Source: an optimization exercise on an open RTL-to-GDS flow (aim: small area and a short achievable clock period). Production flows keep margins and buffers that such runs may drop.
At most, simulation tests tie the RTL to the original design; equivalence was not proved.
The flow treats the clock pin as an ideal source. Dropping or thinning the clock tree relies on that and would not hold on a real chip.
Power and IR drop assume default switching activity.

## alu
module alu(
             clk_p_i,
             reset_n_i,
             data_a_i,
             data_b_i,
             inst_i,
             data_o
             );
==> flow/config.mk <==
export PLATFORM = sky130hd
export DESIGN_NAME = alu
export DESIGN_NICKNAME = alu
export VERILOG_FILES = /design/flow/design.v
export SDC_FILE = /design/flow/constraint.sdc
export NUM_CORES = 4
export LEC_CHECK = 0
export ABC_AREA = 1
export CAP_MARGIN = 20
export CORE_MARGIN = 2
export CORE_UTILIZATION = 40
export CTS_BUF_LIST = sky130_fd_sc_hd__clkbuf_8
export GPL_TIMING_DRIVEN = 0
export SLEW_MARGIN = 20
==> flow/constraint.sdc <==
create_clock -name core_clock -period 30.0 [get_ports {clk_p_i}]
set_input_delay 6.0000 -clock core_clock [delete_from_list [all_inputs] [get_ports {clk_p_i}]]
set_output_delay 6.0000 -clock core_clock [all_outputs]
set_load 0.01 [all_outputs]
standard.sh (not shown) runs the stock make flow with config.mk's settings and CLKGATE_MAP_FILE= SYNTH_SCRIPT=/design/flow/synth_recipe.tcl, a recipe that flattens the netlist after the stock synthesis.
==> flow/flow/run.sh <==
#!/bin/bash
# Layout flow: the standard ORFS flow (standard.sh) with these changes.
#  1. Synthesis runs ORFS's own synthesis script unchanged, but without the
#     full/half-adder cell map (ADDER_MAP_FILE empty), so that ABC maps the
#     adder logic together with the rest of the logic.
#  2. ABC runs flow/abc_area.script in place of ORFS's area script: the
#     synthesis step uses a copy of ORFS's scripts folder in which only that
#     file is replaced.
#  3. Every port gets a buffer, as in the standard flow, but from
#     flow/buffer_ports.tcl (run before global placement): buf_1 cells on
#     the data inputs and outputs, and buf_4 on the reset input.
#  5. flow/settings.sh may set further ORFS variables for the layout steps
#     (for example a setup slack margin for timing repair).
# Each step's full output goes to a log file in this folder.
set -e
HERE=$(pwd)
rm -rf "$HERE/scripts"
cp -r "$FLOW_HOME/scripts" "$HERE/scripts"
cp "$HERE/flow/abc_area.script" "$HERE/scripts/abc_area.script"
export ADDER_MAP_FILE=
bash standard.sh SCRIPTS_DIR="$HERE/scripts" synth > "$HERE/log_synth.txt" 2>&1
export DONT_BUFFER_PORTS=1
export PRE_GLOBAL_PLACE_TCL="$HERE/flow/buffer_ports.tcl"
export POST_CTS_TCL="$HERE/flow/clock_one_level.tcl"
if [[ -f "$HERE/flow/settings.sh" ]]; then source "$HERE/flow/settings.sh"; fi
bash standard.sh finish > "$HERE/log_finish.txt" 2>&1
Other scripts of this flow, unchanged in this note and not shown: flow/flow/abc_area.script, flow/flow/buffer_ports.tcl, flow/flow/clock_one_level.tcl
The first run completed without violations.
Next try:
--- a/flow/design.v
+++ b/flow/design.v
@@ -112,40 +112,32 @@
       wire [15:0] mrb = {1'b0,ps_3,m_47,m_45,m_43,m_41,m_39,m_37,m_35,m_33,m_31,m_29,m_27,bn_1,1'b0,bn_0};
       wire [16:0] mc; assign mc[0] = 1'b0;
       genvar q;
       generate for (q = 0; q < 16; q = q + 1) begin : g_fin
         assign {mc[q+1], prod[q]} = mra[q] + mrb[q] + mc[q];
       end endgenerate
       wire    [7:0]    rem;
-      wire    [9:0]    a3;
-      wire    [8:0]    a3c;
-      assign a3[0]  = a[0];
-      assign a3c[1] = 1'b0;
-      genvar q3;
-      generate for (q3 = 1; q3 < 8; q3 = q3 + 1) begin : g_a3
-        assign {a3c[q3+1], a3[q3]} = a[q3] + a[q3-1] + a3c[q3];
-      end endgenerate
-      assign {a3[9], a3[8]} = a[7] + a3c[8];
       wire    [9:0]    a1 = {2'b0, a};
       wire    [9:0]    a2 = {1'b0, a, 1'b0};
+      wire    [9:0]    a3 = a1 + a2;
       genvar j;
       generate
         for (j = 1; j <= 4; j = j + 1) begin : g_div
           wire [2*j-1:0] t;
           wire [2*j-1:0] r;
           wire [2*j:0]   d1, d2, d3;
           wire           f1, f2, f3, ge1, ge2, ge3;
           if (j == 1) begin : g_first
             assign t = b[7:6];
           end else begin : g_next
             assign t = {g_div[j-1].r, b[9-2*j:8-2*j]};
           end
-          assign f1 = ({2'b0, a}       < (10'd1 << (2*j)));
-          assign f2 = ({1'b0, a, 1'b0} < (10'd1 << (2*j)));
-          assign f3 = ({2'b0, a} < ((10'd1 << (2*j)) + 10'd2) / 10'd3);
+          assign f1 = ~|a1[9:2*j];
+          assign f2 = ~|a2[9:2*j];
+          assign f3 = ~|a3[9:2*j];
           assign d1 = {1'b0, t} - {1'b0, a1[2*j-1:0]};
           assign d2 = {1'b0, t} - {1'b0, a2[2*j-1:0]};
           assign d3 = {1'b0, t} - {1'b0, a3[2*j-1:0]};
           assign ge1 = f1 & ~d1[2*j];
           assign ge2 = f2 & ~d2[2*j];
           assign ge3 = f3 & ~d3[2*j];
           assign r = ge3 ? d3[2*j-1:0] : ge2 ? d2[2*j-1:0] : ge1 ? d1[2*j-1:0] : t;
After rerunning: The changed run went through all stages and came out clean. Power drops by 4.1%. Design area drops by 2.4%. Wire length climbs by 1.5%. Critical path depth stays the same. Sequential share of layout area climbs by 0.36 points. Hold slack is better by 0.059 ns.
The RTL of the first run of this note was laid out without a check of its function.

========
alu, a different RTL version from the one above (not shown whole).
Size: ~35 flip-flops, about 37 I/O pins, ~0.0052 mm² of cells after synthesis.
// alu
module alu(
             clk_p_i,
             reset_n_i,
             data_a_i,
             data_b_i,
             inst_i,
             data_o
             );
Settings: LEC_CHECK=0, ABC_AREA=1, CAP_MARGIN=20, CORE_MARGIN=2, CORE_UTILIZATION=40, CTS_BUF_LIST=sky130_fd_sc_hd__clkbuf_8, GPL_TIMING_DRIVEN=0, SLEW_MARGIN=20; clock period 30.0 ns.
Scripts as last shown in full above: flow/flow/run.sh
Other scripts of this flow, unchanged in this note and not shown: flow/flow/abc_area.script, flow/flow/buffer_ports.tcl, flow/flow/clock_one_level.tcl
==> next run, changes <==
--- a/flow/design.v
+++ b/flow/design.v
@@ -102,67 +102,45 @@
       wire m_31, m_32; assign {m_32,m_31} = m_10 + m_11 + pp_2_1;
       wire m_33, m_34; assign {m_34,m_33} = m_12 + m_13 + bn_3;
       wire m_35, m_36; assign {m_36,m_35} = m_14 + m_15 + pp_3_1;
       wire m_37, m_38; assign {m_38,m_37} = m_16 + m_17 + 1'b1;
       wire m_39, m_40; assign {m_40,m_39} = m_18 + m_19 + 1'b1;
       wire m_41, m_42; assign {m_42,m_41} = m_20 + m_21 + pp_3_4;
       wire m_43, m_44; assign {m_44,m_43} = m_22 + m_23 + 1'b1;
       wire m_45, m_46; assign {m_46,m_45} = m_24 + ps_2 + pp_3_6;
       wire m_47, m_48; assign {m_48,m_47} = pp_3_7 + 1'b1;
       wire [15:0] mra = {1'b1,m_48,m_46,m_44,m_42,m_40,m_38,m_36,m_34,m_32,m_30,m_28,m_26,m_25,pp_0_1,pp_0_0};
       wire [15:0] mrb = {1'b0,ps_3,m_47,m_45,m_43,m_41,m_39,m_37,m_35,m_33,m_31,m_29,m_27,bn_1,1'b0,bn_0};
-      wire [16:0] mc; assign mc[0] = 1'b0;
-      genvar q;
-      generate for (q = 0; q < 16; q = q + 1) begin : g_fin
-        assign {mc[q+1], prod[q]} = mra[q] + mrb[q] + mc[q];
-      end endgenerate
+      assign prod = mra + mrb;
       wire    [7:0]    rem;
       wire    [9:0]    a1 = {2'b0, a};
       wire    [9:0]    a2 = {1'b0, a, 1'b0};
       wire    [9:0]    a3 = a1 + a2;
-      genvar j, i;
+      genvar j;
       generate
         for (j = 1; j <= 4; j = j + 1) begin : g_div
           wire [2*j-1:0] t;
           wire [2*j-1:0] r;
           wire [2*j:0]   d1, d2, d3;
           wire           f1, f2, f3, ge1, ge2, ge3;
           if (j == 1) begin : g_first
             assign t = b[7:6];
           end else begin : g_next
             assign t = {g_div[j-1].r, b[9-2*j:8-2*j]};
           end
           assign f1 = ~|a1[9:2*j];
           assign f2 = ~|a2[9:2*j];
           assign f3 = ~|a3[9:2*j];
-          wire [2*j:0] bw1;
-          assign bw1[0] = 1'b0;
-          for (i = 0; i < 2*j; i = i + 1) begin : g_s1
-            assign d1[i] = t[i] ^ a1[i] ^ bw1[i];
-            assign bw1[i+1] = (~t[i] & a1[i]) | (~t[i] & bw1[i]) | (a1[i] & bw1[i]);
-          end
-          assign d1[2*j] = bw1[2*j];
-          wire [2*j:0] bw2;
-          assign bw2[0] = 1'b0;
-          for (i = 0; i < 2*j; i = i + 1) begin : g_s2
-            assign d2[i] = t[i] ^ a2[i] ^ bw2[i];
-            assign bw2[i+1] = (~t[i] & a2[i]) | (~t[i] & bw2[i]) | (a2[i] & bw2[i]);
-          end
-          assign d2[2*j] = bw2[2*j];
-          wire [2*j:0] bw3;
-          assign bw3[0] = 1'b0;
-          for (i = 0; i < 2*j; i = i + 1) begin : g_s3
-            assign d3[i] = t[i] ^ a3[i] ^ bw3[i];
-            assign bw3[i+1] = (~t[i] & a3[i]) | (~t[i] & bw3[i]) | (a3[i] & bw3[i]);
-          end
-          assign d3[2*j] = bw3[2*j];
+          assign d1 = {1'b0, t} - {1'b0, a1[2*j-1:0]};
+          assign d2 = {1'b0, t} - {1'b0, a2[2*j-1:0]};
+          assign d3 = {1'b0, t} - {1'b0, a3[2*j-1:0]};
           assign ge1 = f1 & ~d1[2*j];
           assign ge2 = f2 & ~d2[2*j];
           assign ge3 = f3 & ~d3[2*j];
           assign r = ge3 ? d3[2*j-1:0] : ge2 ? d2[2*j-1:0] : ge1 ? d1[2*j-1:0] : t;
         end
       endgenerate
       assign rem = g_div[4].r;
       reg     [15:0]   ALU_d2_w;
       always@ (*)
       begin
           case(inst_d1_r)
=> The changed run went through all stages and came out clean. Register-to-register slack gets better by 0.79 ns. Sequential power drops slightly. Power went up slightly. First-iteration DRC count rose by a quarter to a third. Core utilization rose by 0.24 points.
No functional check of the RTL was part of any run of this note.

========
alu with an RTL version that a note above also has.
Size in the first run: ~850 cells after synthesis, about 37 I/O pins.
Design alu, start of the top module:
module alu(
             clk_p_i,
             reset_n_i,
             data_a_i,
             data_b_i,
             inst_i,
             data_o
             );
      input           clk_p_i;
      input           reset_n_i;
      input   [7:0]   data_a_i;
      input   [7:0]   data_b_i;
      input   [2:0]   inst_i;
      output reg  [15:0]  data_o;
      reg     [7:0]    data_a_d1_r;
      reg     [7:0]    data_b_d1_r;
      reg     [2:0]    inst_d1_r;
      wire    [7:0]    a = data_a_d1_r;
      wire    [7:0]    b = data_b_d1_r;
      wire             op_sub = (inst_d1_r == 3'b001);
      wire             op_abs = (inst_d1_r == 3'b101);
      wire             inv    = op_sub | (op_abs & a[7]);
      wire    [7:0]    x      = op_abs ? 8'b0 : b;
      wire    [7:0]    y      = a ^ {8{inv}};
      wire    [8:0]    s;
      wire    [8:0]    sc;
      assign sc[0] = inv;
      genvar q2;
  ...
Settings: LEC_CHECK=0, ABC_AREA=1, CAP_MARGIN=20, CORE_MARGIN=2, CORE_UTILIZATION=40, GPL_TIMING_DRIVEN=0, SLEW_MARGIN=20; clock period 30.0 ns.
==> flow/flow/run.sh <==
#!/bin/bash
# Layout flow: the standard ORFS flow (standard.sh) with these changes.
#  1. Synthesis runs ORFS's own synthesis script unchanged, but without the
#     full/half-adder cell map (ADDER_MAP_FILE empty), so that ABC maps the
#     adder logic together with the rest of the logic.
#  2. ABC runs flow/abc_area.script in place of ORFS's area script: the
#     synthesis step uses a copy of ORFS's scripts folder in which only that
#     file is replaced.
#  3. The port buffers that global placement inserts are buf_2 cells.
#  4. flow/settings.sh may set further ORFS variables for the layout steps
#     (for example a setup slack margin for timing repair).
# Each step's full output goes to a log file in this folder.
set -e
HERE=$(pwd)
rm -rf "$HERE/scripts"
cp -r "$FLOW_HOME/scripts" "$HERE/scripts"
cp "$HERE/flow/abc_area.script" "$HERE/scripts/abc_area.script"
export ADDER_MAP_FILE=
bash standard.sh SCRIPTS_DIR="$HERE/scripts" synth > "$HERE/log_synth.txt" 2>&1
export BUFFER_PORTS_ARGS="-buffer_cell sky130_fd_sc_hd__buf_2"
if [[ -f "$HERE/flow/settings.sh" ]]; then source "$HERE/flow/settings.sh"; fi
bash standard.sh finish > "$HERE/log_finish.txt" 2>&1
==> flow/flow/abc_area.script <==
strash
dch
map -D 5000
topo
stime -c
buffer -c
upsize -c
dnsize -c
Edit:
--- a/flow/design.v
+++ b/flow/design.v
@@ -115,32 +115,50 @@
       generate for (q = 0; q < 16; q = q + 1) begin : g_fin
         assign {mc[q+1], prod[q]} = mra[q] + mrb[q] + mc[q];
       end endgenerate
       wire    [7:0]    rem;
       wire    [9:0]    a1 = {2'b0, a};
       wire    [9:0]    a2 = {1'b0, a, 1'b0};
       wire    [9:0]    a3 = a1 + a2;
-      genvar j;
+      genvar j, i;
       generate
         for (j = 1; j <= 4; j = j + 1) begin : g_div
           wire [2*j-1:0] t;
           wire [2*j-1:0] r;
           wire [2*j:0]   d1, d2, d3;
           wire           f1, f2, f3, ge1, ge2, ge3;
           if (j == 1) begin : g_first
             assign t = b[7:6];
           end else begin : g_next
             assign t = {g_div[j-1].r, b[9-2*j:8-2*j]};
           end
           assign f1 = ~|a1[9:2*j];
           assign f2 = ~|a2[9:2*j];
           assign f3 = ~|a3[9:2*j];
-          assign d1 = {1'b0, t} - {1'b0, a1[2*j-1:0]};
-          assign d2 = {1'b0, t} - {1'b0, a2[2*j-1:0]};
-          assign d3 = {1'b0, t} - {1'b0, a3[2*j-1:0]};
+          wire [2*j:0] bw1;
+          assign bw1[0] = 1'b0;
+          for (i = 0; i < 2*j; i = i + 1) begin : g_s1
+            assign d1[i] = t[i] ^ a1[i] ^ bw1[i];
+            assign bw1[i+1] = (~t[i] & a1[i]) | (~t[i] & bw1[i]) | (a1[i] & bw1[i]);
+          end
+          assign d1[2*j] = bw1[2*j];
+          wire [2*j:0] bw2;
+          assign bw2[0] = 1'b0;
+          for (i = 0; i < 2*j; i = i + 1) begin : g_s2
+            assign d2[i] = t[i] ^ a2[i] ^ bw2[i];
+            assign bw2[i+1] = (~t[i] & a2[i]) | (~t[i] & bw2[i]) | (a2[i] & bw2[i]);
+          end
+          assign d2[2*j] = bw2[2*j];
+          wire [2*j:0] bw3;
+          assign bw3[0] = 1'b0;
+          for (i = 0; i < 2*j; i = i + 1) begin : g_s3
+            assign d3[i] = t[i] ^ a3[i] ^ bw3[i];
+            assign bw3[i+1] = (~t[i] & a3[i]) | (~t[i] & bw3[i]) | (a3[i] & bw3[i]);
+          end
+          assign d3[2*j] = bw3[2*j];
           assign ge1 = f1 & ~d1[2*j];
           assign ge2 = f2 & ~d2[2*j];
           assign ge3 = f3 & ~d3[2*j];
           assign r = ge3 ? d3[2*j-1:0] : ge2 ? d2[2*j-1:0] : ge1 ? d1[2*j-1:0] : t;
         end
       endgenerate
       assign rem = g_div[4].r;
Routed wire length is lower by 2.1%; clock power decreases by about 2%; clock skew goes down by 0.019 ns; core utilization went up by 0.36 points; global-route usage goes down by 0.43 points; worst hold slack improves by 0.044 ns; via count went down by 2.6%; combinational power shrinks by about 7%; clock-buffer cell count is unchanged; fmax falls by 1.3%; cell count fell by 3.3%.
For the second run of this note, only the layout was checked, not whether the RTL still works.

========
alu, a different RTL version from the one above (not shown whole).
For scale: roughly 870 cells after synthesis, about 35 flip-flops, about 37 I/O pins, about 5300 um^2 of cells after synthesis.
export LEC_CHECK = 0
export ABC_AREA = 1
export CAP_MARGIN = 20
export CORE_MARGIN = 2
export CORE_UTILIZATION = 40
export CTS_BUF_LIST = sky130_fd_sc_hd__clkbuf_8
export GPL_TIMING_DRIVEN = 0
export SLEW_MARGIN = 20
create_clock -name core_clock -period 30.0 [get_ports {clk_p_i}]
==> flow/flow/run.sh <==
#!/bin/bash
# Layout flow: the standard ORFS flow (standard.sh) with these changes.
#  1. Synthesis runs ORFS's own synthesis script unchanged, but without the
#     full/half-adder cell map (ADDER_MAP_FILE empty), so that ABC maps the
#     adder logic together with the rest of the logic.
#  2. ABC runs flow/abc_area.script in place of ORFS's area script: the
#     synthesis step uses a copy of ORFS's scripts folder in which only that
#     file is replaced.
#  3. Every port gets a buffer, as in the standard flow, but from
#     flow/buffer_ports.tcl (run before global placement): buf_1 cells on
#     the data inputs and outputs, and buf_4 on the reset input.
#  5. flow/settings.sh may set further ORFS variables for the layout steps
#     (for example a setup slack margin for timing repair).
# Each step's full output goes to a log file in this folder.
set -e
HERE=$(pwd)
rm -rf "$HERE/scripts"
cp -r "$FLOW_HOME/scripts" "$HERE/scripts"
cp "$HERE/flow/abc_area.script" "$HERE/scripts/abc_area.script"
export ADDER_MAP_FILE=
bash standard.sh SCRIPTS_DIR="$HERE/scripts" synth > "$HERE/log_synth.txt" 2>&1
export DONT_BUFFER_PORTS=1
export PRE_GLOBAL_PLACE_TCL="$HERE/flow/buffer_ports.tcl"
export POST_CTS_TCL="$HERE/flow/clock_one_level.tcl"
if [[ -f "$HERE/flow/settings.sh" ]]; then source "$HERE/flow/settings.sh"; fi
bash standard.sh finish > "$HERE/log_finish.txt" 2>&1
Scripts as last shown in full above: flow/flow/abc_area.script
Other scripts of this flow, unchanged in this note and not shown: flow/flow/buffer_ports.tcl, flow/flow/clock_one_level.tcl
Edit:
--- a/flow/design.v
+++ b/flow/design.v
@@ -13,29 +13,31 @@
       input   [2:0]   inst_i;
       output reg  [15:0]  data_o;
       reg     [7:0]    data_a_d1_r;
       reg     [7:0]    data_b_d1_r;
       reg     [2:0]    inst_d1_r;
       wire    [7:0]    a = data_a_d1_r;
       wire    [7:0]    b = data_b_d1_r;
-      wire    [2:0]    inst = inst_d1_r ^ 3'b011;
-      wire             op_sub = (inst == 3'b001);
-      wire             op_abs = (inst == 3'b101);
+      wire             op_sub = (inst_d1_r == 3'b001);
+      wire             op_abs = (inst_d1_r == 3'b101);
       wire             inv    = op_sub | (op_abs & a[7]);
-      wire    [7:0]    x      = op_abs ? 8'b0 : b;
+      wire    [7:0]    x      = b & {8{~op_abs}};
       wire    [7:0]    y      = a ^ {8{inv}};
+      wire    [7:0]    p      = x ^ y;       
+      wire    [7:0]    g      = x & y;       
       wire    [8:0]    s;
       wire    [8:0]    sc;
       assign sc[0] = inv;
       genvar q2;
       generate for (q2 = 0; q2 < 8; q2 = q2 + 1) begin : g_add
-        assign {sc[q2+1], s[q2]} = x[q2] + y[q2] + sc[q2];
+        assign s[q2]    = p[q2] ^ sc[q2];
+        assign sc[q2+1] = g[q2] | (p[q2] & sc[q2]);
       end endgenerate
       assign s[8] = sc[8];
-      wire             s8     = x[7] ^ y[7] ^ s[8];
+      wire             s8     = p[7] ^ sc[8];
       wire    [15:0]   prod;
       wire bo_0 = b[0] ^ 1'b0;
       wire bt_0 = (b[1] & ~b[0] & ~1'b0) | (~b[1] & b[0] & 1'b0);
       wire bn_0 = b[1];
       wire pp_0_0 = ((bo_0 & a[0]) | (bt_0 & 1'b0)) ^ bn_0;
       wire pp_0_1 = ((bo_0 & a[1]) | (bt_0 & a[0])) ^ bn_0;
       wire pp_0_2 = ((bo_0 & a[2]) | (bt_0 & a[1])) ^ bn_0;
@@ -144,36 +146,36 @@
           assign r = ge3 ? d3[2*j-1:0] : ge2 ? d2[2*j-1:0] : ge1 ? d1[2*j-1:0] : t;
         end
       endgenerate
       assign rem = g_div[4].r;
       reg     [15:0]   ALU_d2_w;
       always@ (*)
       begin
-          case(inst)
+          case(inst_d1_r)
             3'b000:    ALU_d2_w = {{7{s8}}, s8, s[7:0]};
             3'b001:    ALU_d2_w = {{7{s8}}, s8, s[7:0]};
             3'b010:    ALU_d2_w = prod;
-            3'b011:    ALU_d2_w = {8'b0, a & b};
-            3'b100:    ALU_d2_w = {8'b0, a ^ b};
+            3'b011:    ALU_d2_w = {8'b0, g};
+            3'b100:    ALU_d2_w = {8'b0, p};
             3'b101:    ALU_d2_w = {8'b0, s[7:0]};
             3'b110:    ALU_d2_w = {8'b0, s[8:1]};
             default:   ALU_d2_w = {8'b0, rem};
           endcase
       end
       always@(posedge clk_p_i)
           data_b_d1_r <= data_b_i;
       always@(posedge clk_p_i or negedge reset_n_i)
       begin
           if (reset_n_i == 1'b0)
           begin
             data_a_d1_r <= 0;
-            inst_d1_r   <= 3'b000;
+            inst_d1_r   <= 3'b011;
             data_o <= 0;
           end
           else
           begin
             data_a_d1_r <= data_a_i;
-            inst_d1_r   <= inst_i ^ 3'b011;
+            inst_d1_r   <= inst_i;
             data_o <= ALU_d2_w;
           end
       end
 endmodule
- The new run went through all stages and came out clean
- global-route usage decreases by 1.4 points
- non-clock buffer count does not change
- final area stays flat
- final cell count increases slightly
- total power goes down by a few percent
- setup slack degrades by 0.17 ns
- routed wire length fell by a few percent
No run of this note included a check of the RTL's function; only the layout flow was run.

==> separate check: timing with driven ports <==
How much do the figures lean on ideal ports? The routed layouts below were timed once more, with nothing changed but the port constraints. Step 1 (the two cells are an assumption about what drives the block):
set clk [get_ports {clk_p_i}]
set_driving_cell -lib_cell sky130_fd_sc_hd__clkbuf_16 $clk
set_driving_cell -lib_cell sky130_fd_sc_hd__buf_2 [delete_from_list [all_inputs] $clk]
Step 2, shift: input delay + t, output delay - t, t = (earliest + latest rising clock arrival at the registers) / 2. This alone moves slack from input paths to output paths. Slacks: no drivers / after step 1 / after step 2; pairs: no drivers / after step 1.
run | shift t [ns] | setup slack, ns | worst setup path at the end | slew at the worst register clock pin (ns)
the first run of note 1 | 0.204 | 23.364 / 23.288 / 23.492 | register to output | 0.07 / 0.07
the second run of note 1 | 0.203 | 23.358 / 23.295 / 23.497 | register to output | 0.10 / 0.10
the first run of note 2 | 0.197 | 23.175 / 23.175 / 23.175 | register to register | 0.07 / 0.07
the second run of note 2 | 0.199 | 23.372 / 23.306 / 23.505 | register to output | 0.08 / 0.08
the first run of note 3 | 0.334 | 23.203 / 23.164 / 23.498 | register to output | 0.08 / 0.08
the second run of note 3 | 0.340 | 23.111 / 23.111 / 23.111 | register to register | 0.06 / 0.06
the first run of note 4 | 0.198 | 23.255 / 23.255 / 23.255 | register to register | 0.08 / 0.08
the second run of note 4 | 0.191 | 23.089 / 23.089 / 23.089 | register to register | 0.07 / 0.07
After both steps setup and hold are still met in every run listed.
